Source: an optimization exercise on an open RTL-to-GDS flow (aim: small area and a short achievable clock period). Production flows keep margins and buffers that such runs may drop.
No functional check of the RTL was part of any run shown here.

==> flow/design.v (outline; a module is shown in full before it is edited, if it fits) <==
// module pe: 1133 lines
// module systolic_array: 112 lines
module systolic_array #(
    parameter M           = 5,
    parameter N           = 3,
    parameter K           = 4,
    parameter DATA_WIDTH  = 32
) (
    input clk,
    input rst_n,
    input [DATA_WIDTH*M-1:0] X,
    input [DATA_WIDTH*K-1:0] W,
    output reg [DATA_WIDTH*M*K-1:0] Y,
    output done
);
  // ...
==> flow/flow/run.sh <==
#!/bin/bash
# The standard layout with two changes:
#  - input and output ports are buffered with plain buffers (buf_2) instead
#    of the delay cells buffer_ports picks by default;
#  - after the standard synthesis, fa_polarity.py complements some full
#    adders (a full adder is self-dual) so that fewer inverters are needed
#    between them; registers and all other cells are unchanged.
set -euo pipefail
export BUFFER_PORTS_ARGS="-buffer_cell sky130_fd_sc_hd__buf_2"
RES=orfs/results/${FLOW_PLATFORM}/systolic_array/base
bash standard.sh synth > make_synth.log 2>&1
python3 flow/fa_polarity.py $RES/1_2_yosys.v $RES/1_2_yosys.pol.v > fa_polarity.log 2>&1
cp $RES/1_2_yosys.v 1_2_yosys.standard.v
mv $RES/1_2_yosys.pol.v $RES/1_2_yosys.v
rm -f $RES/1_synth.odb $RES/1_synth.sdc
bash standard.sh > make_layout.log 2>&1
==> flow/flow/fa_polarity.py <==
#!/usr/bin/env python3
"""Remove inverters around full adders in a mapped netlist.

A full adder is self-dual: complementing its three inputs complements both
outputs.  This script chooses, for each sky130 fa cell, whether to use it in
complemented form so that as few inverters as possible are needed, removes
the netlist's inverters (inv/clkinv) and inserts one inverter per net that
still needs a complemented copy.  Registers, ports and every other cell are
left as they are; the netlist computes the same function.

usage: fa_polarity.py IN.v OUT.v
"""
import re, sys, random, collections

src = open(sys.argv[1]).read()
cell_re = re.compile(r'^(\s*)(sky130_fd_sc_hd__\w+)\s+(\S+)\s*\((.*?)\);\s*$', re.S | re.M)
pin_re = re.compile(r'\.(\w+)\(([^()]*)\)')
OUTPINS = {'X', 'Y', 'Q', 'Q_N', 'SUM', 'COUT', 'HI', 'LO'}

m = re.search(r'^\s*module\s+(\w+)\s*\(([^)]*)\);', src, re.M)
ports = set(p.strip() for p in m.group(2).split(','))
def is_port_net(n):
    base = n.split('[')[0].strip()
    return base in ports

cells = []   # [typ, name, pins(dict pin->net), span]
for mm in cell_re.finditer(src):
    typ = mm.group(2).split('__')[1]
    pins = {p: n.strip() for p, n in pin_re.findall(mm.group(4))}
    cells.append([typ, mm.group(3), pins, mm.span()])

def is_inv(t): return re.match(r'(clk)?inv_\d+$', t) is not None
def is_fa(t): return re.match(r'fa_\d+$', t) is not None

drv = {}
for i, (t, n, pins, _) in enumerate(cells):
    for p, net in pins.items():
        if p in OUTPINS:
            drv[net] = i
# inverters we may remove: those whose output is not a port
removable = set()
for i, (t, n, pins, _) in enumerate(cells):
    if is_inv(t) and not is_port_net(pins['Y']):
        removable.add(i)

def source(net):
    par = 0
    seen = 0
    while net in drv and drv[net] in removable:
        par ^= 1
        net = cells[drv[net]][2]['A']
        seen += 1
        assert seen < 100
    return net, par

# every input pin of a kept cell: (cell, pin, source net, parity)
uses = []
for i, (t, n, pins, _) in enumerate(cells):
    if i in removable:
        continue
    for p, net in pins.items():
        if p in OUTPINS:
            continue
        if not (net.startswith('_') or net.startswith('\\') or re.match(r'[A-Za-z]', net)):
            continue  # constants
        s, par = source(net)
        uses.append((i, p, s, par))

fas = [i for i, c in enumerate(cells) if is_fa(c[0])]
flip = collections.defaultdict(int)
bysrc = collections.defaultdict(list)
for u in uses:
    bysrc[u[2]].append(u)

def netcost(s):
    d = drv.get(s)
    fd = flip[d] if d is not None else 0
    need1 = any(par ^ fd ^ flip[i] for (i, p, _, par) in bysrc[s])
    return 1 if need1 else 0

famnets = collections.defaultdict(set)
for s, us in bysrc.items():
    d = drv.get(s)
    if d is not None and is_fa(cells[d][0]):
        famnets[d].add(s)
    for (i, p, _, par) in us:
        if is_fa(cells[i][0]):
            famnets[i].add(s)

def total():
    return sum(netcost(s) for s in bysrc)

before = total()
rng = random.Random(1)
best = before
order = list(fas)
for rnd in range(40):
    rng.shuffle(order)
    changed = False
    for f in order:
        nets = famnets[f]
        b = sum(netcost(s) for s in nets)
        flip[f] ^= 1
        a = sum(netcost(s) for s in nets)
        if a < b or (a == b and rng.random() < 0.3):
            changed = changed or a < b
        else:
            flip[f] ^= 1
    cur = total()
    if cur < best:
        best = cur
        bestflip = dict(flip)
    if rnd > 10 and not changed:
        break
if best < before:
    flip = collections.defaultdict(int, bestflip)
else:
    flip = collections.defaultdict(int)
after = total()

# rewrite
newinv = {}
newwires = []
def inverted(s):
    if s not in newinv:
        k = len(newinv)
        w = f"_polinv{k}_"
        newinv[s] = w
        newwires.append(w)
    return newinv[s]

out_cells = {}
for i, (t, n, pins, span) in enumerate(cells):
    if i in removable:
        out_cells[i] = None
        continue
    np = dict(pins)
    for p, net in pins.items():
        if p in OUTPINS:
            continue
    out_cells[i] = np
for (i, p, s, par) in uses:
    d = drv.get(s)
    fd = flip[d] if d is not None else 0
    need = par ^ fd ^ flip[i]
    out_cells[i][p] = inverted(s) if need else s

def esc(v):
    return v + " " if v.startswith("\\") else v

def fmt(t, n, pins, indent):
    body = ",\n".join(f"{indent}  .{p}({esc(v)})" for p, v in pins.items())
    return f"{indent}sky130_fd_sc_hd__{t} {n} (\n{body}\n{indent});"

pieces = []
last = 0
for i, (t, n, pins, span) in enumerate(cells):
    pieces.append(src[last:span[0]])
    last = span[1]
    if out_cells[i] is None:
        continue
    # keep original formatting of the instance, only pin values change
    indent = re.match(r'\s*', src[span[0]:span[1]]).group(0).lstrip('\n')
    pieces.append("\n" + fmt(t, n, out_cells[i], indent if indent else "  "))
pieces.append(src[last:])
text = "".join(pieces)
# declarations and new inverters
decl = "".join(f"  wire {w};\n" for w in newwires)
insts = "".join(f"  sky130_fd_sc_hd__inv_1 _polinvc{k}_ (\n    .A({esc(s)}),\n    .Y({w})\n  );\n"
                for k, (s, w) in enumerate(newinv.items()))
pos = text.rfind("endmodule")
text = text[:pos] + insts + text[pos:]
# wires right after the module's port list declarations: before first cell
first = cell_re.search(text).start()
text = text[:first] + "\n" + decl + text[first:]
open(sys.argv[2], "w").write(text)
print(f"fa_polarity: {len(fas)} full adders, {sum(flip.values())} complemented; "
      f"inverters {len(removable)} removable -> {len(newinv)} inserted (cost before flips {before})",
      file=sys.stderr)
==> flow/standard.sh <==
#!/bin/bash
# synth_recipe.tcl (not shown) runs the flow's synth.tcl, then flattens the netlist and writes it again
# the make line also repeats each setting of config.mk as NAME=value (left out here)
make -C /OpenROAD-flow-scripts/flow DESIGN_CONFIG=/design/flow/config.mk WORK_HOME=/design/flow/orfs CLKGATE_MAP_FILE= SYNTH_SCRIPT=/design/flow/synth_recipe.tcl "${@:-finish}"
==> flow/config.mk <==
export PLATFORM = sky130hd
export DESIGN_NAME = systolic_array
export DESIGN_NICKNAME = systolic_array
export VERILOG_FILES = /design/flow/design.v
export SDC_FILE = /design/flow/constraint.sdc
export NUM_CORES = 8
export LEC_CHECK = 0
export ABC_AREA = 1
export CAP_MARGIN = 20
export CORE_MARGIN = 2
export CORE_UTILIZATION = 60
export CTS_CLUSTER_DIAMETER = 150
export CTS_CLUSTER_SIZE = 20
export PLACE_DENSITY = 0.7
export SETUP_SLACK_MARGIN = 5
export SLEW_MARGIN = 20
==> flow/constraint.sdc <==
create_clock -name core_clock -period 8.5 [get_ports {clk}]
set_input_delay 1.7000 -clock core_clock [delete_from_list [all_inputs] [get_ports {clk}]]
set_output_delay 1.7000 -clock core_clock [all_outputs]
set_load 0.01 [all_outputs]
==> metrics.md, run 1 <==
| Metric | Value |
|---|---|
| Critical Path Source Type | `flop` |
| Final worst slack | `4810 ps` |
| Clock Tree Buf Depth | `3` |
| Largest reg by FF count | `Y` |
| Die H | `460 um` |
| Status | `no timing/DRC/antenna violations` |
| Crit path capture | `Y[86]` |
| Share of the clock period used by the worst path after layout | `0.434` |
| Worst hold slack | `315 ps` |
| Non-filler cells in the finished layout | `17000` |
| Worst-skew pair later-pin latency | `900 ps` |
| Antenna cells | `37` |
| Placed cell area | `132000 um2` |
| Antenna-violating nets left | `0` |
| Dpl hpwl | `367000 um` |
| Worst setup startpoint | `row[0].u.ra_8_2` |
| Clk cell area share | `0.0238` |
| Grt met2 use | `0.693` |
| Final hold vios | `0` |
| Largest net degree at the start of global routing | `94` |
| Seq_cells | `2111` |
| Wire per inst | `29.9 um` |
| Vias | `105000` |
| # placed instances | `16400` |
| Netlist Area Pre-Place | `125000 um2` |
| WP data required | `9120 ps` |
| CP max FO | `4` |
| PortBufs | `930` |
| Critical path class | `flop to flop` |
| Post-CTS Setup Bufs | `177` |
| Layout Skew | `59.9 ps` |
| Reg2reg start | `row[0].u.ra_8_2` |
| Register share of the cell area | `0.349` |
| Core box area | `207000 um2` |
| Crit path DAT | `4310 ps` |
==> module systolic_array, before the edit <==
module systolic_array #(
    parameter M           = 5,
    parameter N           = 3,
    parameter K           = 4,
    parameter DATA_WIDTH  = 32
) (
    input clk,
    input rst_n,
    input [DATA_WIDTH*M-1:0] X,
    input [DATA_WIDTH*K-1:0] W,
    output reg [DATA_WIDTH*M*K-1:0] Y,
    output done
);
reg [3:0] cnt;
reg done_q;
always @(posedge clk or negedge rst_n) begin
    if (!rst_n) begin
        cnt <= 4'd0;
        done_q <= 1'b0;
    end else begin
        if (cnt != 4'd15) cnt <= cnt + 4'd1;
        if (cnt == 4'd13) done_q <= 1'b1;
    end
end
assign done = done_q;
reg [2:0] ld;     
reg [M-1:0] clr;  
reg [3:0] wy;     
reg rot;          
always @(posedge clk or negedge rst_n) begin
    if (!rst_n) begin
        ld <= 3'b001;
        clr <= {M{1'b0}};
        wy <= 4'd0;
        rot <= 1'b1;
    end else begin
        ld <= {cnt == 4'd1, cnt == 4'd0, 1'b0};
        clr <= {M{(cnt == 4'd0) | (cnt == 4'd1) | (cnt == 4'd6) | (cnt == 4'd7)}};
        wy[0] <= (cnt == 4'd5);
        rot <= (cnt <= 4'd10);
        wy[1] <= (cnt == 4'd6);
        wy[2] <= (cnt == 4'd11);
        wy[3] <= (cnt == 4'd12);
    end
end
wire ldany = |ld;
reg [31:0] wq [0:9];
wire [31:0] wq0_d = (ld[0] | ld[2]) ? W[0 +: 32] : ld[1] ? W[32 +: 32] : wq[1];
integer q;
always @(posedge clk) begin
    for (q = 0; q < 9; q = q + 1) wq[q] <= wq[q+1];
    if (ld[0] | ld[2]) begin
        wq[0] <= W[0 +: 32];  wq[3] <= W[32 +: 32];
        wq[6] <= W[64 +: 32]; wq[9] <= W[96 +: 32];
    end else if (ld[1]) begin
        wq[0] <= W[32 +: 32]; wq[3] <= W[0 +: 32];
        wq[6] <= W[96 +: 32]; wq[9] <= W[64 +: 32];
    end else begin
        wq[9] <= W[64 +: 32];
    end
end
reg [31:0] wla, wlb;
always @(posedge clk) begin
    wla <= wq0_d;
    wlb <= ~wq0_d;
end
function [15:0] bone(input [31:0] x);
    integer k;
    begin
        for (k = 0; k < 16; k = k + 1)
            bone[k] = x[2*k] ^ ((k == 0) ? 1'b0 : x[(k == 0) ? 0 : 2*k-1]);
    end
endfunction
function [15:0] btwo(input [31:0] x);
    integer k;
    reg b2, b1, b0;
    begin
        for (k = 0; k < 16; k = k + 1) begin
            b2 = x[2*k+1];
            b1 = x[2*k];
            b0 = (k == 0) ? 1'b0 : x[(k == 0) ? 0 : 2*k-1];
            btwo[k] = (b2 & ~b1 & ~b0) | (~b2 & b1 & b0);
        end
    end
endfunction
genvar i;
generate
    for (i = 0; i < M; i = i + 1) begin : row
        reg [31:0] xr0;
        wire [31:0] xr1 = Y[32*(4*i+2) +: 32];
        wire [31:0] xr2 = Y[32*(4*i+3) +: 32];
        reg [15:0] eone, etwo;       
        wire [31:0] xr0_d = ldany ? X[32*i +: 32] : xr1;
        always @(posedge clk) begin
            xr0 <= xr0_d;
            eone <= bone(xr0_d);
            etwo <= btwo(xr0_d);
        end
        wire [31:0] wh = (i < 3) ? wla : ~wlb;
        wire [31:0] sum;
        pe u (.clk(clk), .x(xr0), .eone(eone), .etwo(etwo), .w(wh), .clr(clr[i]), .sum(sum));
        always @(posedge clk) begin
            if (wy[0]) Y[32*(4*i+0) +: 32] <= sum;
            if (wy[1]) Y[32*(4*i+1) +: 32] <= sum;
            if (wy[2]) Y[32*(4*i+2) +: 32] <= sum;
            else if (rot) Y[32*(4*i+2) +: 32] <= xr2;
            if (wy[3]) Y[32*(4*i+3) +: 32] <= sum;
            else if (rot) Y[32*(4*i+3) +: 32] <= xr0;
        end
    end
endgenerate
endmodule
==> run 2: changes to the inputs <==
--- a/flow/design.v
+++ b/flow/design.v
@@ -1,67 +1,67 @@
 module pe (
     input clk,
     input [31:0] x,       
-    input [15:0] eone,    
-    input [15:0] etwo,    
-    input [31:0] w,       
+    input [31:0] wd,      
     input clr,            
     output [31:0] sum     
 );
+  reg [31:0] w;
+  always @(posedge clk) w <= wd;
   reg [31:0] acc;        
   wire [31:0] accm = clr ? 32'd0 : acc;
-  wire one0 = eone[0];
-  wire two0 = etwo[0];
   wire neg0 = x[1];
-  wire one1 = eone[1];
-  wire two1 = etwo[1];
+  wire one0 = x[0] ^ 1'b0;
+  wire two0 = (x[1] & ~x[0] & ~1'b0) | (~x[1] & x[0] & 1'b0);
   wire neg1 = x[3];
-  wire one2 = eone[2];
-  wire two2 = etwo[2];
+  wire one1 = x[2] ^ x[1];
+  wire two1 = (x[3] & ~x[2] & ~x[1]) | (~x[3] & x[2] & x[1]);
   wire neg2 = x[5];
-  wire one3 = eone[3];
-  wire two3 = etwo[3];
+  wire one2 = x[4] ^ x[3];
+  wire two2 = (x[5] & ~x[4] & ~x[3]) | (~x[5] & x[4] & x[3]);
   wire neg3 = x[7];
-  wire one4 = eone[4];
-  wire two4 = etwo[4];
+  wire one3 = x[6] ^ x[5];
+  wire two3 = (x[7] & ~x[6] & ~x[5]) | (~x[7] & x[6] & x[5]);
   wire neg4 = x[9];
-  wire one5 = eone[5];
-  wire two5 = etwo[5];
+  wire one4 = x[8] ^ x[7];
+  wire two4 = (x[9] & ~x[8] & ~x[7]) | (~x[9] & x[8] & x[7]);
   wire neg5 = x[11];
-  wire one6 = eone[6];
-  wire two6 = etwo[6];
+  wire one5 = x[10] ^ x[9];
+  wire two5 = (x[11] & ~x[10] & ~x[9]) | (~x[11] & x[10] & x[9]);
   wire neg6 = x[13];
-  wire one7 = eone[7];
-  wire two7 = etwo[7];
+  wire one6 = x[12] ^ x[11];
+  wire two6 = (x[13] & ~x[12] & ~x[11]) | (~x[13] & x[12] & x[11]);
   wire neg7 = x[15];
-  wire one8 = eone[8];
-  wire two8 = etwo[8];
+  wire one7 = x[14] ^ x[13];
+  wire two7 = (x[15] & ~x[14] & ~x[13]) | (~x[15] & x[14] & x[13]);
   wire neg8 = x[17];
-  wire one9 = eone[9];
-  wire two9 = etwo[9];
+  wire one8 = x[16] ^ x[15];
+  wire two8 = (x[17] & ~x[16] & ~x[15]) | (~x[17] & x[16] & x[15]);
   wire neg9 = x[19];
-  wire one10 = eone[10];
-  wire two10 = etwo[10];
+  wire one9 = x[18] ^ x[17];
+  wire two9 = (x[19] & ~x[18] & ~x[17]) | (~x[19] & x[18] & x[17]);
   wire neg10 = x[21];
-  wire one11 = eone[11];
-  wire two11 = etwo[11];
+  wire one10 = x[20] ^ x[19];
+  wire two10 = (x[21] & ~x[20] & ~x[19]) | (~x[21] & x[20] & x[19]);
   wire neg11 = x[23];
-  wire one12 = eone[12];
-  wire two12 = etwo[12];
+  wire one11 = x[22] ^ x[21];
+  wire two11 = (x[23] & ~x[22] & ~x[21]) | (~x[23] & x[22] & x[21]);
   wire neg12 = x[25];
-  wire one13 = eone[13];
-  wire two13 = etwo[13];
+  wire one12 = x[24] ^ x[23];
+  wire two12 = (x[25] & ~x[24] & ~x[23]) | (~x[25] & x[24] & x[23]);
   wire neg13 = x[27];
-  wire one14 = eone[14];
-  wire two14 = etwo[14];
+  wire one13 = x[26] ^ x[25];
+  wire two13 = (x[27] & ~x[26] & ~x[25]) | (~x[27] & x[26] & x[25]);
   wire neg14 = x[29];
-  wire one15 = eone[15];
-  wire two15 = etwo[15];
+  wire one14 = x[28] ^ x[27];
+  wire two14 = (x[29] & ~x[28] & ~x[27]) | (~x[29] & x[28] & x[27]);
   wire neg15 = x[31];
+  wire one15 = x[30] ^ x[29];
+  wire two15 = (x[31] & ~x[30] & ~x[29]) | (~x[31] & x[30] & x[29]);
   wire pp0_0 = (one0 & w[0]) ^ neg0;
   wire pp0_1 = ((one0 & w[1]) | (two0 & w[0])) ^ neg0;
   wire pp0_2 = ((one0 & w[2]) | (two0 & w[1])) ^ neg0;
   wire pp0_3 = ((one0 & w[3]) | (two0 & w[2])) ^ neg0;
   wire pp0_4 = ((one0 & w[4]) | (two0 & w[3])) ^ neg0;
   wire pp0_5 = ((one0 & w[5]) | (two0 & w[4])) ^ neg0;
   wire pp0_6 = ((one0 & w[6]) | (two0 & w[5])) ^ neg0;
   wire pp0_7 = ((one0 & w[7]) | (two0 & w[6])) ^ neg0;
@@ -716,423 +716,361 @@
   wire as385 = ac272 ^ ac274 ^ as277;
   wire ac386 = (ac272 & ac274) | (ac272 & as277) | (ac274 & as277);
   wire as387 = as279 ^ ac276 ^ as281;
   wire ac388 = (as279 & ac276) | (as279 & as281) | (ac276 & as281);
   wire as389 = ac278 ^ ac280 ^ as283;
   wire ac390 = (ac278 & ac280) | (ac278 & as283) | (ac280 & as283);
   wire as391 = as285 ^ ac282 ^ as287;
   wire ac392 = (as285 & ac282) | (as285 & as287) | (ac282 & as287);
-  wire ax393 = accm[31] ^ pp0_31;
-  wire ax394 = pp1_31 ^ pp2_31;
-  wire ax395 = pp3_31 ^ pp4_31;
-  wire ax396 = pp5_31 ^ pp6_31;
-  wire ax397 = pp7_31 ^ pp8_31;
-  wire ax398 = pp9_31 ^ pp10_31;
-  wire ax399 = pp11_31 ^ pp12_31;
-  wire ax400 = pp13_31 ^ pp14_31;
-  wire ax401 = pp15_31 ^ ac42;
-  wire ax402 = ax393 ^ ax394;
-  wire ax403 = ax395 ^ ax396;
-  wire ax404 = ax397 ^ ax398;
-  wire ax405 = ax399 ^ ax400;
-  wire ax406 = ax401 ^ ac44;
-  wire ax407 = ac46 ^ ac48;
-  wire ax408 = ac50 ^ ac156;
-  wire ax409 = ac158 ^ ax402;
-  wire ax410 = ax403 ^ ax404;
-  wire ax411 = ax405 ^ ax406;
-  wire ax412 = ax407 ^ ax408;
-  wire ax413 = ax409 ^ ax410;
-  wire ax414 = ac160 ^ ac162;
-  wire ax415 = ac284 ^ ac286;
-  wire ax416 = ax411 ^ ax412;
-  wire ax417 = ax413 ^ ax414;
+  wire as393 = neg1 ^ accm[2];
+  wire ac394 = neg1 & accm[2];
+  wire as395 = accm[3] ^ pp0_3;
+  wire ac396 = accm[3] & pp0_3;
+  wire as397 = pp0_4 ^ pp1_4 ^ pp2_4;
+  wire ac398 = (pp0_4 & pp1_4) | (pp0_4 & pp2_4) | (pp1_4 & pp2_4);
+  wire as399 = pp1_5 ^ pp2_5 ^ ac290;
+  wire ac400 = (pp1_5 & pp2_5) | (pp1_5 & ac290) | (pp2_5 & ac290);
+  wire as401 = pp3_6 ^ as293 ^ ac292;
+  wire ac402 = (pp3_6 & as293) | (pp3_6 & ac292) | (as293 & ac292);
+  wire as403 = ac294 ^ ac296 ^ as297;
+  wire ac404 = (ac294 & ac296) | (ac294 & as297) | (ac296 & as297);
+  wire as405 = ac298 ^ ac300 ^ as301;
+  wire ac406 = (ac298 & ac300) | (ac298 & as301) | (ac300 & as301);
+  wire as407 = ac302 ^ ac304 ^ as305;
+  wire ac408 = (ac302 & ac304) | (ac302 & as305) | (ac304 & as305);
+  wire as409 = ac306 ^ ac308 ^ as309;
+  wire ac410 = (ac306 & ac308) | (ac306 & as309) | (ac308 & as309);
+  wire as411 = ac310 ^ as313 ^ ac312;
+  wire ac412 = (ac310 & as313) | (ac310 & ac312) | (as313 & ac312);
+  wire as413 = ac314 ^ as317 ^ ac316;
+  wire ac414 = (ac314 & as317) | (ac314 & ac316) | (as317 & ac316);
+  wire as415 = ac318 ^ ac320 ^ as321;
+  wire ac416 = (ac318 & ac320) | (ac318 & as321) | (ac320 & as321);
+  wire as417 = ac322 ^ ac324 ^ as325;
+  wire ac418 = (ac322 & ac324) | (ac322 & as325) | (ac324 & as325);
+  wire as419 = ac326 ^ ac328 ^ as329;
+  wire ac420 = (ac326 & ac328) | (ac326 & as329) | (ac328 & as329);
+  wire as421 = ac330 ^ ac332 ^ as333;
+  wire ac422 = (ac330 & ac332) | (ac330 & as333) | (ac332 & as333);
+  wire as423 = ac334 ^ ac336 ^ as337;
+  wire ac424 = (ac334 & ac336) | (ac334 & as337) | (ac336 & as337);
+  wire as425 = ac338 ^ as341 ^ ac340;
+  wire ac426 = (ac338 & as341) | (ac338 & ac340) | (as341 & ac340);
+  wire as427 = ac342 ^ as345 ^ ac344;
+  wire ac428 = (ac342 & as345) | (ac342 & ac344) | (as345 & ac344);
+  wire as429 = ac346 ^ as349 ^ ac348;
+  wire ac430 = (ac346 & as349) | (ac346 & ac348) | (as349 & ac348);
+  wire as431 = ac350 ^ as353 ^ ac352;
+  wire ac432 = (ac350 & as353) | (ac350 & ac352) | (as353 & ac352);
+  wire as433 = ac354 ^ ac356 ^ as357;
+  wire ac434 = (ac354 & ac356) | (ac354 & as357) | (ac356 & as357);
+  wire as435 = ac358 ^ ac360 ^ as361;
+  wire ac436 = (ac358 & ac360) | (ac358 & as361) | (ac360 & as361);
+  wire as437 = ac362 ^ ac364 ^ as365;
+  wire ac438 = (ac362 & ac364) | (ac362 & as365) | (ac364 & as365);
+  wire as439 = ac366 ^ ac368 ^ as369;
+  wire ac440 = (ac366 & ac368) | (ac366 & as369) | (ac368 & as369);
+  wire as441 = ac370 ^ ac372 ^ as373;
+  wire ac442 = (ac370 & ac372) | (ac370 & as373) | (ac372 & as373);
+  wire as443 = ac374 ^ ac376 ^ as377;
+  wire ac444 = (ac374 & ac376) | (ac374 & as377) | (ac376 & as377);
+  wire as445 = ac378 ^ as381 ^ ac380;
+  wire ac446 = (ac378 & as381) | (ac378 & ac380) | (as381 & ac380);
+  wire as447 = ac382 ^ as385 ^ ac384;
+  wire ac448 = (ac382 & as385) | (ac382 & ac384) | (as385 & ac384);
+  wire as449 = ac386 ^ as389 ^ ac388;
+  wire ac450 = (ac386 & as389) | (ac386 & ac388) | (as389 & ac388);
+  wire ax451 = accm[31] ^ pp0_31;
+  wire ax452 = pp1_31 ^ pp2_31;
+  wire ax453 = pp3_31 ^ pp4_31;
+  wire ax454 = pp5_31 ^ pp6_31;
+  wire ax455 = pp7_31 ^ pp8_31;
+  wire ax456 = pp9_31 ^ pp10_31;
+  wire ax457 = pp11_31 ^ pp12_31;
+  wire ax458 = pp13_31 ^ pp14_31;
+  wire ax459 = pp15_31 ^ ac42;
+  wire ax460 = ax451 ^ ax452;
+  wire ax461 = ax453 ^ ax454;
+  wire ax462 = ax455 ^ ax456;
+  wire ax463 = ax457 ^ ax458;
+  wire ax464 = ax459 ^ ac44;
+  wire ax465 = ac46 ^ ac48;
+  wire ax466 = ac50 ^ ac156;
+  wire ax467 = ac158 ^ ax460;
+  wire ax468 = ax461 ^ ax462;
+  wire ax469 = ax463 ^ ax464;
+  wire ax470 = ax465 ^ ax466;
+  wire ax471 = ax467 ^ ax468;
+  wire ax472 = ac160 ^ ac162;
+  wire ax473 = ac284 ^ ac286;
+  wire ax474 = ax469 ^ ax470;
+  wire ax475 = ax471 ^ ax472;
+  wire ax476 = ax473 ^ ax474;
+  wire ax477 = ac288 ^ ac390;
+  wire ax478 = ax475 ^ ax476;
+  wire ax479 = ax477 ^ ax478;
   reg ra_0_0;
   reg ra_0_1;
   reg ra_0_2;
   reg ra_1_0;
   reg ra_1_1;
   reg ra_2_0;
   reg ra_2_1;
   reg ra_2_2;
-  reg ra_2_3;
   reg ra_3_0;
   reg ra_3_1;
   reg ra_3_2;
   reg ra_4_0;
   reg ra_4_1;
   reg ra_4_2;
-  reg ra_4_3;
   reg ra_5_0;
   reg ra_5_1;
   reg ra_5_2;
-  reg ra_5_3;
   reg ra_6_0;
   reg ra_6_1;
   reg ra_6_2;
-  reg ra_6_3;
   reg ra_7_0;
   reg ra_7_1;
   reg ra_7_2;
-  reg ra_7_3;
   reg ra_8_0;
   reg ra_8_1;
   reg ra_8_2;
-  reg ra_8_3;
   reg ra_9_0;
   reg ra_9_1;
   reg ra_9_2;
-  reg ra_9_3;
   reg ra_10_0;
   reg ra_10_1;
   reg ra_10_2;
-  reg ra_10_3;
   reg ra_11_0;
   reg ra_11_1;
   reg ra_11_2;
-  reg ra_11_3;
   reg ra_12_0;
   reg ra_12_1;
   reg ra_12_2;
-  reg ra_12_3;
   reg ra_13_0;
   reg ra_13_1;
   reg ra_13_2;
-  reg ra_13_3;
   reg ra_14_0;
   reg ra_14_1;
   reg ra_14_2;
-  reg ra_14_3;
   reg ra_15_0;
   reg ra_15_1;
   reg ra_15_2;
-  reg ra_15_3;
   reg ra_16_0;
   reg ra_16_1;
   reg ra_16_2;
-  reg ra_16_3;
   reg ra_17_0;
   reg ra_17_1;
   reg ra_17_2;
-  reg ra_17_3;
   reg ra_18_0;
   reg ra_18_1;
   reg ra_18_2;
-  reg ra_18_3;
   reg ra_19_0;
   reg ra_19_1;
   reg ra_19_2;
-  reg ra_19_3;
   reg ra_20_0;
   reg ra_20_1;
   reg ra_20_2;
-  reg ra_20_3;
   reg ra_21_0;
   reg ra_21_1;
   reg ra_21_2;
-  reg ra_21_3;
   reg ra_22_0;
   reg ra_22_1;
   reg ra_22_2;
-  reg ra_22_3;
   reg ra_23_0;
   reg ra_23_1;
   reg ra_23_2;
-  reg ra_23_3;
   reg ra_24_0;
   reg ra_24_1;
   reg ra_24_2;
-  reg ra_24_3;
   reg ra_25_0;
   reg ra_25_1;
   reg ra_25_2;
-  reg ra_25_3;
   reg ra_26_0;
   reg ra_26_1;
   reg ra_26_2;
-  reg ra_26_3;
   reg ra_27_0;
   reg ra_27_1;
   reg ra_27_2;
-  reg ra_27_3;
   reg ra_28_0;
   reg ra_28_1;
   reg ra_28_2;
-  reg ra_28_3;
   reg ra_29_0;
   reg ra_29_1;
   reg ra_29_2;
-  reg ra_29_3;
   reg ra_30_0;
   reg ra_30_1;
   reg ra_30_2;
-  reg ra_30_3;
   reg ra_31_0;
   reg ra_31_1;
   reg ra_31_2;
-  reg ra_31_3;
-  reg ra_31_4;
-  reg ra_31_5;
   always @(posedge clk) begin
     ra_0_0 <= neg0;
     ra_0_1 <= accm[0];
     ra_0_2 <= pp0_0;
     ra_1_0 <= accm[1];
     ra_1_1 <= pp0_1;
-    ra_2_0 <= neg1;
-    ra_2_1 <= accm[2];
-    ra_2_2 <= pp0_2;
-    ra_2_3 <= pp1_2;
-    ra_3_0 <= accm[3];
-    ra_3_1 <= pp0_3;
-    ra_3_2 <= pp1_3;
-    ra_4_0 <= pp0_4;
-    ra_4_1 <= pp1_4;
-    ra_4_2 <= pp2_4;
-    ra_4_3 <= as289;
-    ra_5_0 <= pp1_5;
-    ra_5_1 <= pp2_5;
-    ra_5_2 <= ac290;
-    ra_5_3 <= as291;
-    ra_6_0 <= pp3_6;
-    ra_6_1 <= ac292;
-    ra_6_2 <= as293;
-    ra_6_3 <= as295;
-    ra_7_0 <= ac294;
-    ra_7_1 <= ac296;
-    ra_7_2 <= as297;
-    ra_7_3 <= as299;
-    ra_8_0 <= ac298;
-    ra_8_1 <= ac300;
-    ra_8_2 <= as301;
-    ra_8_3 <= as303;
-    ra_9_0 <= ac302;
-    ra_9_1 <= ac304;
-    ra_9_2 <= as305;
-    ra_9_3 <= as307;
-    ra_10_0 <= ac306;
-    ra_10_1 <= ac308;
-    ra_10_2 <= as309;
-    ra_10_3 <= as311;
-    ra_11_0 <= ac310;
-    ra_11_1 <= ac312;
-    ra_11_2 <= as313;
-    ra_11_3 <= as315;
-    ra_12_0 <= ac314;
-    ra_12_1 <= ac316;
-    ra_12_2 <= as317;
-    ra_12_3 <= as319;
-    ra_13_0 <= ac318;
-    ra_13_1 <= ac320;
-    ra_13_2 <= as321;
-    ra_13_3 <= as323;
-    ra_14_0 <= ac322;
-    ra_14_1 <= ac324;
-    ra_14_2 <= as325;
-    ra_14_3 <= as327;
-    ra_15_0 <= ac326;
-    ra_15_1 <= ac328;
-    ra_15_2 <= as329;
-    ra_15_3 <= as331;
-    ra_16_0 <= ac330;
-    ra_16_1 <= ac332;
-    ra_16_2 <= as333;
-    ra_16_3 <= as335;
-    ra_17_0 <= ac334;
-    ra_17_1 <= ac336;
-    ra_17_2 <= as337;
-    ra_17_3 <= as339;
-    ra_18_0 <= ac338;
-    ra_18_1 <= ac340;
-    ra_18_2 <= as341;
-    ra_18_3 <= as343;
-    ra_19_0 <= ac342;
-    ra_19_1 <= ac344;
-    ra_19_2 <= as345;
-    ra_19_3 <= as347;
-    ra_20_0 <= ac346;
-    ra_20_1 <= ac348;
-    ra_20_2 <= as349;
-    ra_20_3 <= as351;
-    ra_21_0 <= ac350;
-    ra_21_1 <= ac352;
-    ra_21_2 <= as353;
-    ra_21_3 <= as355;
-    ra_22_0 <= ac354;
-    ra_22_1 <= ac356;
-    ra_22_2 <= as357;
-    ra_22_3 <= as359;
-    ra_23_0 <= ac358;
-    ra_23_1 <= ac360;
-    ra_23_2 <= as361;
-    ra_23_3 <= as363;
-    ra_24_0 <= ac362;
-    ra_24_1 <= ac364;
-    ra_24_2 <= as365;
-    ra_24_3 <= as367;
-    ra_25_0 <= ac366;
-    ra_25_1 <= ac368;
-    ra_25_2 <= as369;
-    ra_25_3 <= as371;
-    ra_26_0 <= ac370;
-    ra_26_1 <= ac372;
-    ra_26_2 <= as373;
-    ra_26_3 <= as375;
-    ra_27_0 <= ac374;
-    ra_27_1 <= ac376;
-    ra_27_2 <= as377;
-    ra_27_3 <= as379;
-    ra_28_0 <= ac378;
-    ra_28_1 <= ac380;
-    ra_28_2 <= as381;
-    ra_28_3 <= as383;
-    ra_29_0 <= ac382;
-    ra_29_1 <= ac384;
-    ra_29_2 <= as385;
-    ra_29_3 <= as387;
-    ra_30_0 <= ac386;
-    ra_30_1 <= ac388;
-    ra_30_2 <= as389;
-    ra_30_3 <= as391;
-    ra_31_0 <= ax415;
-    ra_31_1 <= ax416;
-    ra_31_2 <= ac288;
-    ra_31_3 <= ac390;
-    ra_31_4 <= ac392;
-    ra_31_5 <= ax417;
+    ra_2_0 <= pp0_2;
+    ra_2_1 <= pp1_2;
+    ra_2_2 <= as393;
+    ra_3_0 <= pp1_3;
+    ra_3_1 <= ac394;
+    ra_3_2 <= as395;
+    ra_4_0 <= as289;
+    ra_4_1 <= ac396;
+    ra_4_2 <= as397;
+    ra_5_0 <= as291;
+    ra_5_1 <= ac398;
+    ra_5_2 <= as399;
+    ra_6_0 <= as295;
+    ra_6_1 <= ac400;
+    ra_6_2 <= as401;
+    ra_7_0 <= as299;
+    ra_7_1 <= ac402;
+    ra_7_2 <= as403;
+    ra_8_0 <= as303;
+    ra_8_1 <= ac404;
+    ra_8_2 <= as405;
+    ra_9_0 <= as307;
+    ra_9_1 <= ac406;
+    ra_9_2 <= as407;
+    ra_10_0 <= as311;
+    ra_10_1 <= ac408;
+    ra_10_2 <= as409;
+    ra_11_0 <= as315;
+    ra_11_1 <= ac410;
+    ra_11_2 <= as411;
+    ra_12_0 <= as319;
+    ra_12_1 <= ac412;
+    ra_12_2 <= as413;
+    ra_13_0 <= as323;
+    ra_13_1 <= ac414;
+    ra_13_2 <= as415;
+    ra_14_0 <= as327;
+    ra_14_1 <= ac416;
+    ra_14_2 <= as417;
+    ra_15_0 <= as331;
+    ra_15_1 <= ac418;
+    ra_15_2 <= as419;
+    ra_16_0 <= as335;
+    ra_16_1 <= ac420;
+    ra_16_2 <= as421;
+    ra_17_0 <= as339;
+    ra_17_1 <= ac422;
+    ra_17_2 <= as423;
+    ra_18_0 <= as343;
+    ra_18_1 <= ac424;
+    ra_18_2 <= as425;
+    ra_19_0 <= as347;
+    ra_19_1 <= ac426;
+    ra_19_2 <= as427;
+    ra_20_0 <= as351;
+    ra_20_1 <= ac428;
+    ra_20_2 <= as429;
+    ra_21_0 <= as355;
+    ra_21_1 <= ac430;
+    ra_21_2 <= as431;
+    ra_22_0 <= as359;
+    ra_22_1 <= ac432;
+    ra_22_2 <= as433;
+    ra_23_0 <= as363;
+    ra_23_1 <= ac434;
+    ra_23_2 <= as435;
+    ra_24_0 <= as367;
+    ra_24_1 <= ac436;
+    ra_24_2 <= as437;
+    ra_25_0 <= as371;
+    ra_25_1 <= ac438;
+    ra_25_2 <= as439;
+    ra_26_0 <= as375;
+    ra_26_1 <= ac440;
+    ra_26_2 <= as441;
+    ra_27_0 <= as379;
+    ra_27_1 <= ac442;
+    ra_27_2 <= as443;
+    ra_28_0 <= as383;
+    ra_28_1 <= ac444;
+    ra_28_2 <= as445;
+    ra_29_0 <= as387;
+    ra_29_1 <= ac446;
+    ra_29_2 <= as447;
+    ra_30_0 <= as391;
+    ra_30_1 <= ac448;
+    ra_30_2 <= as449;
+    ra_31_0 <= ac392;
+    ra_31_1 <= ac450;
+    ra_31_2 <= ax479;
   end
-  wire bs1 = ra_2_0 ^ ra_2_1;
-  wire bc2 = ra_2_0 & ra_2_1;
-  wire bs3 = ra_3_0 ^ ra_3_1;
-  wire bc4 = ra_3_0 & ra_3_1;
-  wire bs5 = ra_4_0 ^ ra_4_1 ^ ra_4_2;
-  wire bc6 = (ra_4_0 & ra_4_1) | (ra_4_0 & ra_4_2) | (ra_4_1 & ra_4_2);
-  wire bs7 = ra_5_0 ^ ra_5_1 ^ ra_5_2;
-  wire bc8 = (ra_5_0 & ra_5_1) | (ra_5_0 & ra_5_2) | (ra_5_1 & ra_5_2);
-  wire bs9 = ra_6_0 ^ ra_6_1 ^ ra_6_2;
-  wire bc10 = (ra_6_0 & ra_6_1) | (ra_6_0 & ra_6_2) | (ra_6_1 & ra_6_2);
-  wire bs11 = ra_7_0 ^ ra_7_1 ^ ra_7_2;
-  wire bc12 = (ra_7_0 & ra_7_1) | (ra_7_0 & ra_7_2) | (ra_7_1 & ra_7_2);
-  wire bs13 = ra_8_0 ^ ra_8_1 ^ ra_8_2;
-  wire bc14 = (ra_8_0 & ra_8_1) | (ra_8_0 & ra_8_2) | (ra_8_1 & ra_8_2);
-  wire bs15 = ra_9_0 ^ ra_9_1 ^ ra_9_2;
-  wire bc16 = (ra_9_0 & ra_9_1) | (ra_9_0 & ra_9_2) | (ra_9_1 & ra_9_2);
-  wire bs17 = ra_10_0 ^ ra_10_1 ^ ra_10_2;
-  wire bc18 = (ra_10_0 & ra_10_1) | (ra_10_0 & ra_10_2) | (ra_10_1 & ra_10_2);
-  wire bs19 = ra_11_0 ^ ra_11_1 ^ ra_11_2;
-  wire bc20 = (ra_11_0 & ra_11_1) | (ra_11_0 & ra_11_2) | (ra_11_1 & ra_11_2);
-  wire bs21 = ra_12_0 ^ ra_12_1 ^ ra_12_2;
-  wire bc22 = (ra_12_0 & ra_12_1) | (ra_12_0 & ra_12_2) | (ra_12_1 & ra_12_2);
-  wire bs23 = ra_13_0 ^ ra_13_1 ^ ra_13_2;
-  wire bc24 = (ra_13_0 & ra_13_1) | (ra_13_0 & ra_13_2) | (ra_13_1 & ra_13_2);
-  wire bs25 = ra_14_0 ^ ra_14_1 ^ ra_14_2;
-  wire bc26 = (ra_14_0 & ra_14_1) | (ra_14_0 & ra_14_2) | (ra_14_1 & ra_14_2);
-  wire bs27 = ra_15_0 ^ ra_15_1 ^ ra_15_2;
-  wire bc28 = (ra_15_0 & ra_15_1) | (ra_15_0 & ra_15_2) | (ra_15_1 & ra_15_2);
-  wire bs29 = ra_16_0 ^ ra_16_1 ^ ra_16_2;
-  wire bc30 = (ra_16_0 & ra_16_1) | (ra_16_0 & ra_16_2) | (ra_16_1 & ra_16_2);
-  wire bs31 = ra_17_0 ^ ra_17_1 ^ ra_17_2;
-  wire bc32 = (ra_17_0 & ra_17_1) | (ra_17_0 & ra_17_2) | (ra_17_1 & ra_17_2);
-  wire bs33 = ra_18_0 ^ ra_18_1 ^ ra_18_2;
-  wire bc34 = (ra_18_0 & ra_18_1) | (ra_18_0 & ra_18_2) | (ra_18_1 & ra_18_2);
-  wire bs35 = ra_19_0 ^ ra_19_1 ^ ra_19_2;
-  wire bc36 = (ra_19_0 & ra_19_1) | (ra_19_0 & ra_19_2) | (ra_19_1 & ra_19_2);
-  wire bs37 = ra_20_0 ^ ra_20_1 ^ ra_20_2;
-  wire bc38 = (ra_20_0 & ra_20_1) | (ra_20_0 & ra_20_2) | (ra_20_1 & ra_20_2);
-  wire bs39 = ra_21_0 ^ ra_21_1 ^ ra_21_2;
-  wire bc40 = (ra_21_0 & ra_21_1) | (ra_21_0 & ra_21_2) | (ra_21_1 & ra_21_2);
-  wire bs41 = ra_22_0 ^ ra_22_1 ^ ra_22_2;
-  wire bc42 = (ra_22_0 & ra_22_1) | (ra_22_0 & ra_22_2) | (ra_22_1 & ra_22_2);
-  wire bs43 = ra_23_0 ^ ra_23_1 ^ ra_23_2;
-  wire bc44 = (ra_23_0 & ra_23_1) | (ra_23_0 & ra_23_2) | (ra_23_1 & ra_23_2);
-  wire bs45 = ra_24_0 ^ ra_24_1 ^ ra_24_2;
-  wire bc46 = (ra_24_0 & ra_24_1) | (ra_24_0 & ra_24_2) | (ra_24_1 & ra_24_2);
-  wire bs47 = ra_25_0 ^ ra_25_1 ^ ra_25_2;
-  wire bc48 = (ra_25_0 & ra_25_1) | (ra_25_0 & ra_25_2) | (ra_25_1 & ra_25_2);
-  wire bs49 = ra_26_0 ^ ra_26_1 ^ ra_26_2;
-  wire bc50 = (ra_26_0 & ra_26_1) | (ra_26_0 & ra_26_2) | (ra_26_1 & ra_26_2);
-  wire bs51 = ra_27_0 ^ ra_27_1 ^ ra_27_2;
-  wire bc52 = (ra_27_0 & ra_27_1) | (ra_27_0 & ra_27_2) | (ra_27_1 & ra_27_2);
-  wire bs53 = ra_28_0 ^ ra_28_1 ^ ra_28_2;
-  wire bc54 = (ra_28_0 & ra_28_1) | (ra_28_0 & ra_28_2) | (ra_28_1 & ra_28_2);
-  wire bs55 = ra_29_0 ^ ra_29_1 ^ ra_29_2;
-  wire bc56 = (ra_29_0 & ra_29_1) | (ra_29_0 & ra_29_2) | (ra_29_1 & ra_29_2);
-  wire bs57 = ra_30_0 ^ ra_30_1 ^ ra_30_2;
-  wire bc58 = (ra_30_0 & ra_30_1) | (ra_30_0 & ra_30_2) | (ra_30_1 & ra_30_2);
-  wire bs59 = ra_0_0 ^ ra_0_1;
-  wire bc60 = ra_0_0 & ra_0_1;
-  wire bs61 = ra_1_0 ^ ra_1_1;
-  wire bc62 = ra_1_0 & ra_1_1;
-  wire bs63 = ra_2_2 ^ ra_2_3 ^ bs1;
-  wire bc64 = (ra_2_2 & ra_2_3) | (ra_2_2 & bs1) | (ra_2_3 & bs1);
-  wire bs65 = ra_3_2 ^ bc2 ^ bs3;
-  wire bc66 = (ra_3_2 & bc2) | (ra_3_2 & bs3) | (bc2 & bs3);
-  wire bs67 = ra_4_3 ^ bc4 ^ bs5;
-  wire bc68 = (ra_4_3 & bc4) | (ra_4_3 & bs5) | (bc4 & bs5);
-  wire bs69 = ra_5_3 ^ bc6 ^ bs7;
-  wire bc70 = (ra_5_3 & bc6) | (ra_5_3 & bs7) | (bc6 & bs7);
-  wire bs71 = ra_6_3 ^ bc8 ^ bs9;
-  wire bc72 = (ra_6_3 & bc8) | (ra_6_3 & bs9) | (bc8 & bs9);
-  wire bs73 = ra_7_3 ^ bc10 ^ bs11;
-  wire bc74 = (ra_7_3 & bc10) | (ra_7_3 & bs11) | (bc10 & bs11);
-  wire bs75 = ra_8_3 ^ bc12 ^ bs13;
-  wire bc76 = (ra_8_3 & bc12) | (ra_8_3 & bs13) | (bc12 & bs13);
-  wire bs77 = ra_9_3 ^ bc14 ^ bs15;
-  wire bc78 = (ra_9_3 & bc14) | (ra_9_3 & bs15) | (bc14 & bs15);
-  wire bs79 = ra_10_3 ^ bc16 ^ bs17;
-  wire bc80 = (ra_10_3 & bc16) | (ra_10_3 & bs17) | (bc16 & bs17);
-  wire bs81 = ra_11_3 ^ bc18 ^ bs19;
-  wire bc82 = (ra_11_3 & bc18) | (ra_11_3 & bs19) | (bc18 & bs19);
-  wire bs83 = ra_12_3 ^ bc20 ^ bs21;
-  wire bc84 = (ra_12_3 & bc20) | (ra_12_3 & bs21) | (bc20 & bs21);
-  wire bs85 = ra_13_3 ^ bc22 ^ bs23;
-  wire bc86 = (ra_13_3 & bc22) | (ra_13_3 & bs23) | (bc22 & bs23);
-  wire bs87 = ra_14_3 ^ bc24 ^ bs25;
-  wire bc88 = (ra_14_3 & bc24) | (ra_14_3 & bs25) | (bc24 & bs25);
-  wire bs89 = ra_15_3 ^ bc26 ^ bs27;
-  wire bc90 = (ra_15_3 & bc26) | (ra_15_3 & bs27) | (bc26 & bs27);
-  wire bs91 = ra_16_3 ^ bc28 ^ bs29;
-  wire bc92 = (ra_16_3 & bc28) | (ra_16_3 & bs29) | (bc28 & bs29);
-  wire bs93 = ra_17_3 ^ bc30 ^ bs31;
-  wire bc94 = (ra_17_3 & bc30) | (ra_17_3 & bs31) | (bc30 & bs31);
-  wire bs95 = ra_18_3 ^ bc32 ^ bs33;
-  wire bc96 = (ra_18_3 & bc32) | (ra_18_3 & bs33) | (bc32 & bs33);
-  wire bs97 = ra_19_3 ^ bc34 ^ bs35;
-  wire bc98 = (ra_19_3 & bc34) | (ra_19_3 & bs35) | (bc34 & bs35);
-  wire bs99 = ra_20_3 ^ bc36 ^ bs37;
-  wire bc100 = (ra_20_3 & bc36) | (ra_20_3 & bs37) | (bc36 & bs37);
-  wire bs101 = ra_21_3 ^ bc38 ^ bs39;
-  wire bc102 = (ra_21_3 & bc38) | (ra_21_3 & bs39) | (bc38 & bs39);
-  wire bs103 = ra_22_3 ^ bc40 ^ bs41;
-  wire bc104 = (ra_22_3 & bc40) | (ra_22_3 & bs41) | (bc40 & bs41);
-  wire bs105 = ra_23_3 ^ bc42 ^ bs43;
-  wire bc106 = (ra_23_3 & bc42) | (ra_23_3 & bs43) | (bc42 & bs43);
-  wire bs107 = ra_24_3 ^ bc44 ^ bs45;
-  wire bc108 = (ra_24_3 & bc44) | (ra_24_3 & bs45) | (bc44 & bs45);
-  wire bs109 = ra_25_3 ^ bc46 ^ bs47;
-  wire bc110 = (ra_25_3 & bc46) | (ra_25_3 & bs47) | (bc46 & bs47);
-  wire bs111 = ra_26_3 ^ bc48 ^ bs49;
-  wire bc112 = (ra_26_3 & bc48) | (ra_26_3 & bs49) | (bc48 & bs49);
-  wire bs113 = ra_27_3 ^ bc50 ^ bs51;
-  wire bc114 = (ra_27_3 & bc50) | (ra_27_3 & bs51) | (bc50 & bs51);
-  wire bs115 = ra_28_3 ^ bc52 ^ bs53;
-  wire bc116 = (ra_28_3 & bc52) | (ra_28_3 & bs53) | (bc52 & bs53);
-  wire bs117 = ra_29_3 ^ bc54 ^ bs55;
-  wire bc118 = (ra_29_3 & bc54) | (ra_29_3 & bs55) | (bc54 & bs55);
-  wire bs119 = ra_30_3 ^ bc56 ^ bs57;
-  wire bc120 = (ra_30_3 & bc56) | (ra_30_3 & bs57) | (bc56 & bs57);
-  wire bx121 = ra_31_0 ^ ra_31_1;
-  wire bx122 = ra_31_2 ^ ra_31_3;
-  wire bx123 = ra_31_4 ^ ra_31_5;
-  wire bx124 = bx121 ^ bx122;
-  wire bx125 = bx123 ^ bc58;
-  wire bx126 = bx124 ^ bx125;
-  wire [31:0] r0 = {bc120, bc118, bc116, bc114, bc112, bc110, bc108, bc106, bc104, bc102, bc100, bc98, bc96, bc94, bc92, bc90, bc88, bc86, bc84, bc82, bc80, bc78, bc76, bc74, bc72, bc70, bc68, bc66, bc64, bc62, bc60, ra_0_2};
-  wire [31:0] r1 = {bx126, bs119, bs117, bs115, bs113, bs111, bs109, bs107, bs105, bs103, bs101, bs99, bs97, bs95, bs93, bs91, bs89, bs87, bs85, bs83, bs81, bs79, bs77, bs75, bs73, bs71, bs69, bs67, bs65, bs63, bs61, bs59};
+  wire bs1 = ra_0_0 ^ ra_0_1;
+  wire bc2 = ra_0_0 & ra_0_1;
+  wire bs3 = ra_1_0 ^ ra_1_1;
+  wire bc4 = ra_1_0 & ra_1_1;
+  wire bs5 = ra_2_0 ^ ra_2_1 ^ ra_2_2;
+  wire bc6 = (ra_2_0 & ra_2_1) | (ra_2_0 & ra_2_2) | (ra_2_1 & ra_2_2);
+  wire bs7 = ra_3_0 ^ ra_3_1 ^ ra_3_2;
+  wire bc8 = (ra_3_0 & ra_3_1) | (ra_3_0 & ra_3_2) | (ra_3_1 & ra_3_2);
+  wire bs9 = ra_4_0 ^ ra_4_1 ^ ra_4_2;
+  wire bc10 = (ra_4_0 & ra_4_1) | (ra_4_0 & ra_4_2) | (ra_4_1 & ra_4_2);
+  wire bs11 = ra_5_0 ^ ra_5_1 ^ ra_5_2;
+  wire bc12 = (ra_5_0 & ra_5_1) | (ra_5_0 & ra_5_2) | (ra_5_1 & ra_5_2);
+  wire bs13 = ra_6_0 ^ ra_6_1 ^ ra_6_2;
+  wire bc14 = (ra_6_0 & ra_6_1) | (ra_6_0 & ra_6_2) | (ra_6_1 & ra_6_2);
+  wire bs15 = ra_7_0 ^ ra_7_1 ^ ra_7_2;
+  wire bc16 = (ra_7_0 & ra_7_1) | (ra_7_0 & ra_7_2) | (ra_7_1 & ra_7_2);
+  wire bs17 = ra_8_0 ^ ra_8_1 ^ ra_8_2;
+  wire bc18 = (ra_8_0 & ra_8_1) | (ra_8_0 & ra_8_2) | (ra_8_1 & ra_8_2);
+  wire bs19 = ra_9_0 ^ ra_9_1 ^ ra_9_2;
+  wire bc20 = (ra_9_0 & ra_9_1) | (ra_9_0 & ra_9_2) | (ra_9_1 & ra_9_2);
+  wire bs21 = ra_10_0 ^ ra_10_1 ^ ra_10_2;
+  wire bc22 = (ra_10_0 & ra_10_1) | (ra_10_0 & ra_10_2) | (ra_10_1 & ra_10_2);
+  wire bs23 = ra_11_0 ^ ra_11_1 ^ ra_11_2;
+  wire bc24 = (ra_11_0 & ra_11_1) | (ra_11_0 & ra_11_2) | (ra_11_1 & ra_11_2);
+  wire bs25 = ra_12_0 ^ ra_12_1 ^ ra_12_2;
+  wire bc26 = (ra_12_0 & ra_12_1) | (ra_12_0 & ra_12_2) | (ra_12_1 & ra_12_2);
+  wire bs27 = ra_13_0 ^ ra_13_1 ^ ra_13_2;
+  wire bc28 = (ra_13_0 & ra_13_1) | (ra_13_0 & ra_13_2) | (ra_13_1 & ra_13_2);
+  wire bs29 = ra_14_0 ^ ra_14_1 ^ ra_14_2;
+  wire bc30 = (ra_14_0 & ra_14_1) | (ra_14_0 & ra_14_2) | (ra_14_1 & ra_14_2);
+  wire bs31 = ra_15_0 ^ ra_15_1 ^ ra_15_2;
+  wire bc32 = (ra_15_0 & ra_15_1) | (ra_15_0 & ra_15_2) | (ra_15_1 & ra_15_2);
+  wire bs33 = ra_16_0 ^ ra_16_1 ^ ra_16_2;
+  wire bc34 = (ra_16_0 & ra_16_1) | (ra_16_0 & ra_16_2) | (ra_16_1 & ra_16_2);
+  wire bs35 = ra_17_0 ^ ra_17_1 ^ ra_17_2;
+  wire bc36 = (ra_17_0 & ra_17_1) | (ra_17_0 & ra_17_2) | (ra_17_1 & ra_17_2);
+  wire bs37 = ra_18_0 ^ ra_18_1 ^ ra_18_2;
+  wire bc38 = (ra_18_0 & ra_18_1) | (ra_18_0 & ra_18_2) | (ra_18_1 & ra_18_2);
+  wire bs39 = ra_19_0 ^ ra_19_1 ^ ra_19_2;
+  wire bc40 = (ra_19_0 & ra_19_1) | (ra_19_0 & ra_19_2) | (ra_19_1 & ra_19_2);
+  wire bs41 = ra_20_0 ^ ra_20_1 ^ ra_20_2;
+  wire bc42 = (ra_20_0 & ra_20_1) | (ra_20_0 & ra_20_2) | (ra_20_1 & ra_20_2);
+  wire bs43 = ra_21_0 ^ ra_21_1 ^ ra_21_2;
+  wire bc44 = (ra_21_0 & ra_21_1) | (ra_21_0 & ra_21_2) | (ra_21_1 & ra_21_2);
+  wire bs45 = ra_22_0 ^ ra_22_1 ^ ra_22_2;
+  wire bc46 = (ra_22_0 & ra_22_1) | (ra_22_0 & ra_22_2) | (ra_22_1 & ra_22_2);
+  wire bs47 = ra_23_0 ^ ra_23_1 ^ ra_23_2;
+  wire bc48 = (ra_23_0 & ra_23_1) | (ra_23_0 & ra_23_2) | (ra_23_1 & ra_23_2);
+  wire bs49 = ra_24_0 ^ ra_24_1 ^ ra_24_2;
+  wire bc50 = (ra_24_0 & ra_24_1) | (ra_24_0 & ra_24_2) | (ra_24_1 & ra_24_2);
+  wire bs51 = ra_25_0 ^ ra_25_1 ^ ra_25_2;
+  wire bc52 = (ra_25_0 & ra_25_1) | (ra_25_0 & ra_25_2) | (ra_25_1 & ra_25_2);
+  wire bs53 = ra_26_0 ^ ra_26_1 ^ ra_26_2;
+  wire bc54 = (ra_26_0 & ra_26_1) | (ra_26_0 & ra_26_2) | (ra_26_1 & ra_26_2);
+  wire bs55 = ra_27_0 ^ ra_27_1 ^ ra_27_2;
+  wire bc56 = (ra_27_0 & ra_27_1) | (ra_27_0 & ra_27_2) | (ra_27_1 & ra_27_2);
+  wire bs57 = ra_28_0 ^ ra_28_1 ^ ra_28_2;
+  wire bc58 = (ra_28_0 & ra_28_1) | (ra_28_0 & ra_28_2) | (ra_28_1 & ra_28_2);
+  wire bs59 = ra_29_0 ^ ra_29_1 ^ ra_29_2;
+  wire bc60 = (ra_29_0 & ra_29_1) | (ra_29_0 & ra_29_2) | (ra_29_1 & ra_29_2);
+  wire bs61 = ra_30_0 ^ ra_30_1 ^ ra_30_2;
+  wire bc62 = (ra_30_0 & ra_30_1) | (ra_30_0 & ra_30_2) | (ra_30_1 & ra_30_2);
+  wire bx63 = ra_31_0 ^ ra_31_1;
+  wire bx64 = ra_31_2 ^ bx63;
+  wire [31:0] r0 = {bc62, bc60, bc58, bc56, bc54, bc52, bc50, bc48, bc46, bc44, bc42, bc40, bc38, bc36, bc34, bc32, bc30, bc28, bc26, bc24, bc22, bc20, bc18, bc16, bc14, bc12, bc10, bc8, bc6, bc4, bc2, ra_0_2};
+  wire [31:0] r1 = {bx64, bs61, bs59, bs57, bs55, bs53, bs51, bs49, bs47, bs45, bs43, bs41, bs39, bs37, bs35, bs33, bs31, bs29, bs27, bs25, bs23, bs21, bs19, bs17, bs15, bs13, bs11, bs9, bs7, bs5, bs3, bs1};
   assign sum = r0 + r1;
   always @(posedge clk) acc <= sum;
 endmodule
 module systolic_array #(
     parameter M           = 5,
     parameter N           = 3,
     parameter K           = 4,
     parameter DATA_WIDTH  = 32
@@ -1154,28 +1092,25 @@
         if (cnt != 4'd15) cnt <= cnt + 4'd1;
         if (cnt == 4'd13) done_q <= 1'b1;
     end
 end
 assign done = done_q;
 reg [2:0] ld;     
 reg [M-1:0] clr;  
 reg [3:0] wy;     
-reg rot;          
 always @(posedge clk or negedge rst_n) begin
     if (!rst_n) begin
         ld <= 3'b001;
         clr <= {M{1'b0}};
         wy <= 4'd0;
-        rot <= 1'b1;
     end else begin
         ld <= {cnt == 4'd1, cnt == 4'd0, 1'b0};
         clr <= {M{(cnt == 4'd0) | (cnt == 4'd1) | (cnt == 4'd6) | (cnt == 4'd7)}};
         wy[0] <= (cnt == 4'd5);
-        rot <= (cnt <= 4'd10);
         wy[1] <= (cnt == 4'd6);
         wy[2] <= (cnt == 4'd11);
         wy[3] <= (cnt == 4'd12);
     end
 end
 wire ldany = |ld;
 reg [31:0] wq [0:9];
 wire [31:0] wq0_d = (ld[0] | ld[2]) ? W[0 +: 32] : ld[1] ? W[32 +: 32] : wq[1];
@@ -1187,59 +1122,28 @@
         wq[6] <= W[64 +: 32]; wq[9] <= W[96 +: 32];
     end else if (ld[1]) begin
         wq[0] <= W[32 +: 32]; wq[3] <= W[0 +: 32];
         wq[6] <= W[96 +: 32]; wq[9] <= W[64 +: 32];
     end else begin
         wq[9] <= W[64 +: 32];
     end
 end
-reg [31:0] wla, wlb;
-always @(posedge clk) begin
-    wla <= wq0_d;
-    wlb <= ~wq0_d;
-end
-function [15:0] bone(input [31:0] x);
-    integer k;
-    begin
-        for (k = 0; k < 16; k = k + 1)
-            bone[k] = x[2*k] ^ ((k == 0) ? 1'b0 : x[(k == 0) ? 0 : 2*k-1]);
-    end
-endfunction
-function [15:0] btwo(input [31:0] x);
-    integer k;
-    reg b2, b1, b0;
-    begin
-        for (k = 0; k < 16; k = k + 1) begin
-            b2 = x[2*k+1];
-            b1 = x[2*k];
-            b0 = (k == 0) ? 1'b0 : x[(k == 0) ? 0 : 2*k-1];
-            btwo[k] = (b2 & ~b1 & ~b0) | (~b2 & b1 & b0);
-        end
-    end
-endfunction
 genvar i;
 generate
     for (i = 0; i < M; i = i + 1) begin : row
-        reg [31:0] xr0;
-        wire [31:0] xr1 = Y[32*(4*i+2) +: 32];
-        wire [31:0] xr2 = Y[32*(4*i+3) +: 32];
-        reg [15:0] eone, etwo;       
-        wire [31:0] xr0_d = ldany ? X[32*i +: 32] : xr1;
+        reg [31:0] xr0, xr1, xr2;
         always @(posedge clk) begin
-            xr0 <= xr0_d;
-            eone <= bone(xr0_d);
-            etwo <= btwo(xr0_d);
+            xr0 <= ldany ? X[32*i +: 32] : xr1;
+            xr1 <= xr2;
+            xr2 <= xr0;
         end
-        wire [31:0] wh = (i < 3) ? wla : ~wlb;
         wire [31:0] sum;
-        pe u (.clk(clk), .x(xr0), .eone(eone), .etwo(etwo), .w(wh), .clr(clr[i]), .sum(sum));
+        pe u (.clk(clk), .x(xr0), .wd(wq0_d), .clr(clr[i]), .sum(sum));
         always @(posedge clk) begin
             if (wy[0]) Y[32*(4*i+0) +: 32] <= sum;
             if (wy[1]) Y[32*(4*i+1) +: 32] <= sum;
             if (wy[2]) Y[32*(4*i+2) +: 32] <= sum;
-            else if (rot) Y[32*(4*i+2) +: 32] <= xr2;
             if (wy[3]) Y[32*(4*i+3) +: 32] <= sum;
-            else if (rot) Y[32*(4*i+3) +: 32] <= xr0;
         end
     end
 endgenerate
 endmodule
==> flow/run.sh (new file) <==
#!/bin/bash
# synth_recipe.tcl (not shown) runs the flow's synth.tcl, then flattens the netlist and writes it again
# the make line also repeats each setting of config.mk as NAME=value (left out here)
make -C /OpenROAD-flow-scripts/flow DESIGN_CONFIG=/design/flow/config.mk WORK_HOME=/design/flow/orfs CLKGATE_MAP_FILE= SYNTH_SCRIPT=/design/flow/synth_recipe.tcl finish
==> flow/config.mk (replaced) <==
export PLATFORM = sky130hd
export DESIGN_NAME = systolic_array
export DESIGN_NICKNAME = systolic_array
export VERILOG_FILES = /design/flow/design.v
export SDC_FILE = /design/flow/constraint.sdc
export NUM_CORES = 8
export LEC_CHECK = 0
export ABC_AREA = 1
export CAP_MARGIN = 20
export CORE_MARGIN = 2
export CORE_UTILIZATION = 60
export PLACE_DENSITY = 0.7
export SETUP_SLACK_MARGIN = 5
export SLEW_MARGIN = 20
export SYNTH_HIERARCHICAL = 1
removed: flow/flow/run.sh
removed: flow/flow/fa_polarity.py
removed: flow/standard.sh
==> metrics.md, run 2 <==
| Metric | Value |
|---|---|
| Largest reg by FF count | `Y` |
| Netlist Area Pre-Place | `124000 um2 (-1.0%)` |
| Post-synth top cells | `nand2_1, inv_1, dfxtp_1` |
| H-tree depth | `4` |
| GRT Total Usage | `0.399` |
| CTS tree | `built` |
| Worst hold slack | `297 ps (-18.2 ps)` |
| Post-synth EDFFs | `640` |
| Fin nets | `15500` |
| WL final | `433000 um` |
| Setup TNS | `0 ps` |
| Vias per cell | `5.93` |
| Max_slew headroom | `0.231` |
| Global-route wire length before repair | `625000 um` |
| Post-synthesis simple-gate area fraction | `0.0991` |
| Largest family of logic cells by synthesized area | `adder cells` |
| Final hold vios | `0 (unchanged)` |
| Overflow left after global routing | `0` |
| Die H | `458 um (-0.51%)` |
| Fraction of layout cells with a size suffix above 1 | `0.182` |
| Drt pass-1 iters | `9` |
| Syn avg cell area | `9.92 um2` |
| Adder-cell share of the synthesized area | `0.215` |
| PortBufs | `930 (unchanged)` |
| Layout area overhead | `26.0%` |
| RSZ-0062 raised after global routing | `yes` |
| Crit end category | `flop` |
| Max Slew Vio Count | `0` |
| Number of CTS-inserted buffers | `220` |
| Maximum clock frequency | `0.245 GHz` |
| Register area share after synthesis | `0.411` |
| Max_cap viols | `0` |
| Synth area leaders | `dfxtp_1, fa_1, edfxtp_1` |
| Most common cell after layout, fill and taps aside | `nand2_1` |
| Share of flip-flops with an asynchronous set or reset | `0.00587` |
| Post-Syn Instances | `12500` |
| Synth Area in Compound Gates | `0.0838` |
| Top cell type's share of synthesized area | `0.253` |
| CP max FO | `16 (+12)` |
| Largest net degree at the start of global routing | `144 (+53%)` |
| Synth warnings | `9` |
| Commonest non-fill, non-tap cells in the layout | `nand2_1, inv_1, dfxtp_1` |
| XOR/XNOR Fraction of Synth Area | `0.105` |
| Mux contribution to synthesized area | `0` |
| Antenna violations before repair | `56` |
| Setup-failing EPs final | `0` |
| Worst hold path type | `flop to flop` |
| Rows | `166` |
| Root Buffer | `clkbuf_16` |
| Worst-skew pair later-pin latency | `900 ps (about the same)` |
| Most instantiated library cell after synthesis | `nand2_1` |
| Main flop type after synthesis | `dfxtp_1` |
| Largest register FFs | `640` |
| Die area | `210000 um2` |
| Yosys reg bits | `2216` |
| Layout Skew | `60.9 ps (+1.03 ps)` |
| Dpl hpwl | `291000 um (-21%)` |
| WP data required | `9250 ps (+130 ps)` |
| Yosys cell types | `52` |
| Crit path DAT | `4830 ps (+520 ps)` |
| Clock Pin Slew Worst Setup and Hold Paths | `70 ps` |
| Fin crit period | `4090 ps` |
| Critical path class | `flop to flop` |
| CTS Hold Bufs | `0` |
| Drt first-iter violations | `13200` |
| Remaining DRCs | `0` |
| Largest area contributor in the netlist | `dfxtp_1` |
| Clock Tree Buf Depth | `3 (unchanged)` |
| Worst-margin pin slew | `1150 ps` |
| Critical Path Source Type | `flop` |
| # fillers | `13700` |
| Vias | `99200 (-5.7%)` |
| Clock sinks | `2216` |
| Initial Util | `0.604` |
| Antenna-violating nets left | `0 (unchanged)` |
| Wire per inst | `25.9 um (-13%)` |
| Vias in the first global route | `97800` |
| Ports | `931` |
| Gpl congestion | `0.986` |
| Status | `no timing/DRC/antenna violations` |
| Share of the clock period used by the worst path after layout | `0.481 (+0.0466)` |
| Core box area | `205000 um2 (-1.1%)` |
| Biggest regs | `Y: 640 flops, wq: 288 flops` |
| Syn Nets | `14200` |
| Die width | `458 um` |
run 2: kinds of logic (layout without fill, tap and decap cells):
family	Yosys count	count (layout)
and+or+nand+nor	2993	3013
adders and majority gates	1444	1444
xor gates and xnor gates	1485	1485
other	1	53
AOI/OAI and AO/OA	1681	1681
DFF	2216	2216
buffers and inverters	2641	4142
run 2: layout make-up:
cell class	instances	area (um2)	share of cell area
antenna	52	130	0.000835
clock buffer	303	6270	0.0402
clock inverter	113	1490	0.00954
inverter	2008	8440	0.0542
multi-input combinational	7624	67600	0.434
sequential	2216	51100	0.328
tap	2688	3360	0.0216
timing repair buffer	1677	17100	0.110
timing repair inverter	41	290	0.00186
run 2: timing repair:
item                                   in CTS  in global routing
resized for setup                        1391                644
pin swaps                                 394                347
setup endpoints to repair                 622                355
endpoints found under the hold margin       0                  0
buffers inserted                          459                171
gates cloned                               86                  5
run 2: per-module statistics from Yosys (local to each module, per instance):
| module | area (um2) | cells | times used | flops+latches |
|---|---|---|---|---|
| systolic_array | 40600 | 2786 | 1 | 1421 |
| pe | 16600 | 1935 | 5 | 159 |
run 2: critical path: stages (launching register included):
cell	delay (ps)
dfxtp_4	410
clkinv_8	150
o21ai_4	220
clkinvlp_4	200
buf_6	170
o22ai_4	250
xor2_2	210
fa_1	450
fa_1	510
inv_2	50
fa_2	360
xnor2_2	190
nand3_1	130
nand4_1	150
nand2_1	70
nand2_1	80
nand2_1	60
nand2_1	90
nand2_2	80
nand3_1	80
nand2_1	50
run 2: worst paths after layout:
path	cells past startpoint	endpoint	slack, ps	from
worst max register to register	20	row[3].u.ra_31_2	4410	row[3].xr0[9]
min in group asynchronous	1	done_q	1180	rst_n
max in group asynchronous	1	wy[0]	6870	rst_n
worst min register to register	0	row[4].xr1[2]	300	row[4].xr2[2]
worst min-delay path	0	row[4].xr1[2]	300	row[4].xr2[2]
worst max-delay path	20	row[3].u.ra_31_2	4410	row[3].xr0[9]
run 2: per-stage QoR:
step | std cells | util | setup slack [ps] | cell area [um2]
2_1_floorplan | 12500 | - | 4770 | 125000
3_3_place_gp | 15500 | 0.659 | 3410 | 135000
3_5_place_dp | 15500 | 0.659 | 3340 | 135000
4_1_cts | 16500 | 0.741 | 4560 | 152000
5_1_grt | 16700 | 0.761 | 4260 | 156000
6_report | 16700 | 0.761 | 4410 | 156000
run 2: per-layer routing:
metal | track usage | routed length, um
met1 | 0.519 | 160000
met2 | 0.605 | 191000
met3 | 0.110 | 52600
met4 | 0.222 | 29700
met5 | 0 | 170

-- afterwards: timing with drivers on the ports --
The flow's constraints put no driver on any port. The routed layouts listed below were extracted and timed again, unchanged, in two steps.
Step 1 assumes that a clkbuf_16 drives the clock port and a buf_2 every other input.
Step 2 moves the port delays by t, midway between the first and last clock arrival at a register: inputs arrive t later, outputs are due t later. That takes back most of the time a late clock gives input paths.
Three values: ideal, step 1, step 2; two values: the first two.
run	shift t [ns]	setup slack, ns	hold WS [ns]	worst setup path after step 2	worst register clock-pin slew, ns
run 1	0.970	4.811 / 4.811 / 4.811	0.315 / 0.315 / 0.315	register to register	0.12 / 0.12
run 2	0.970	4.415 / 4.415 / 4.415	0.297 / 0.297 / 0.297	register to register	0.07 / 0.07
After both steps setup and hold are still met in every run listed.
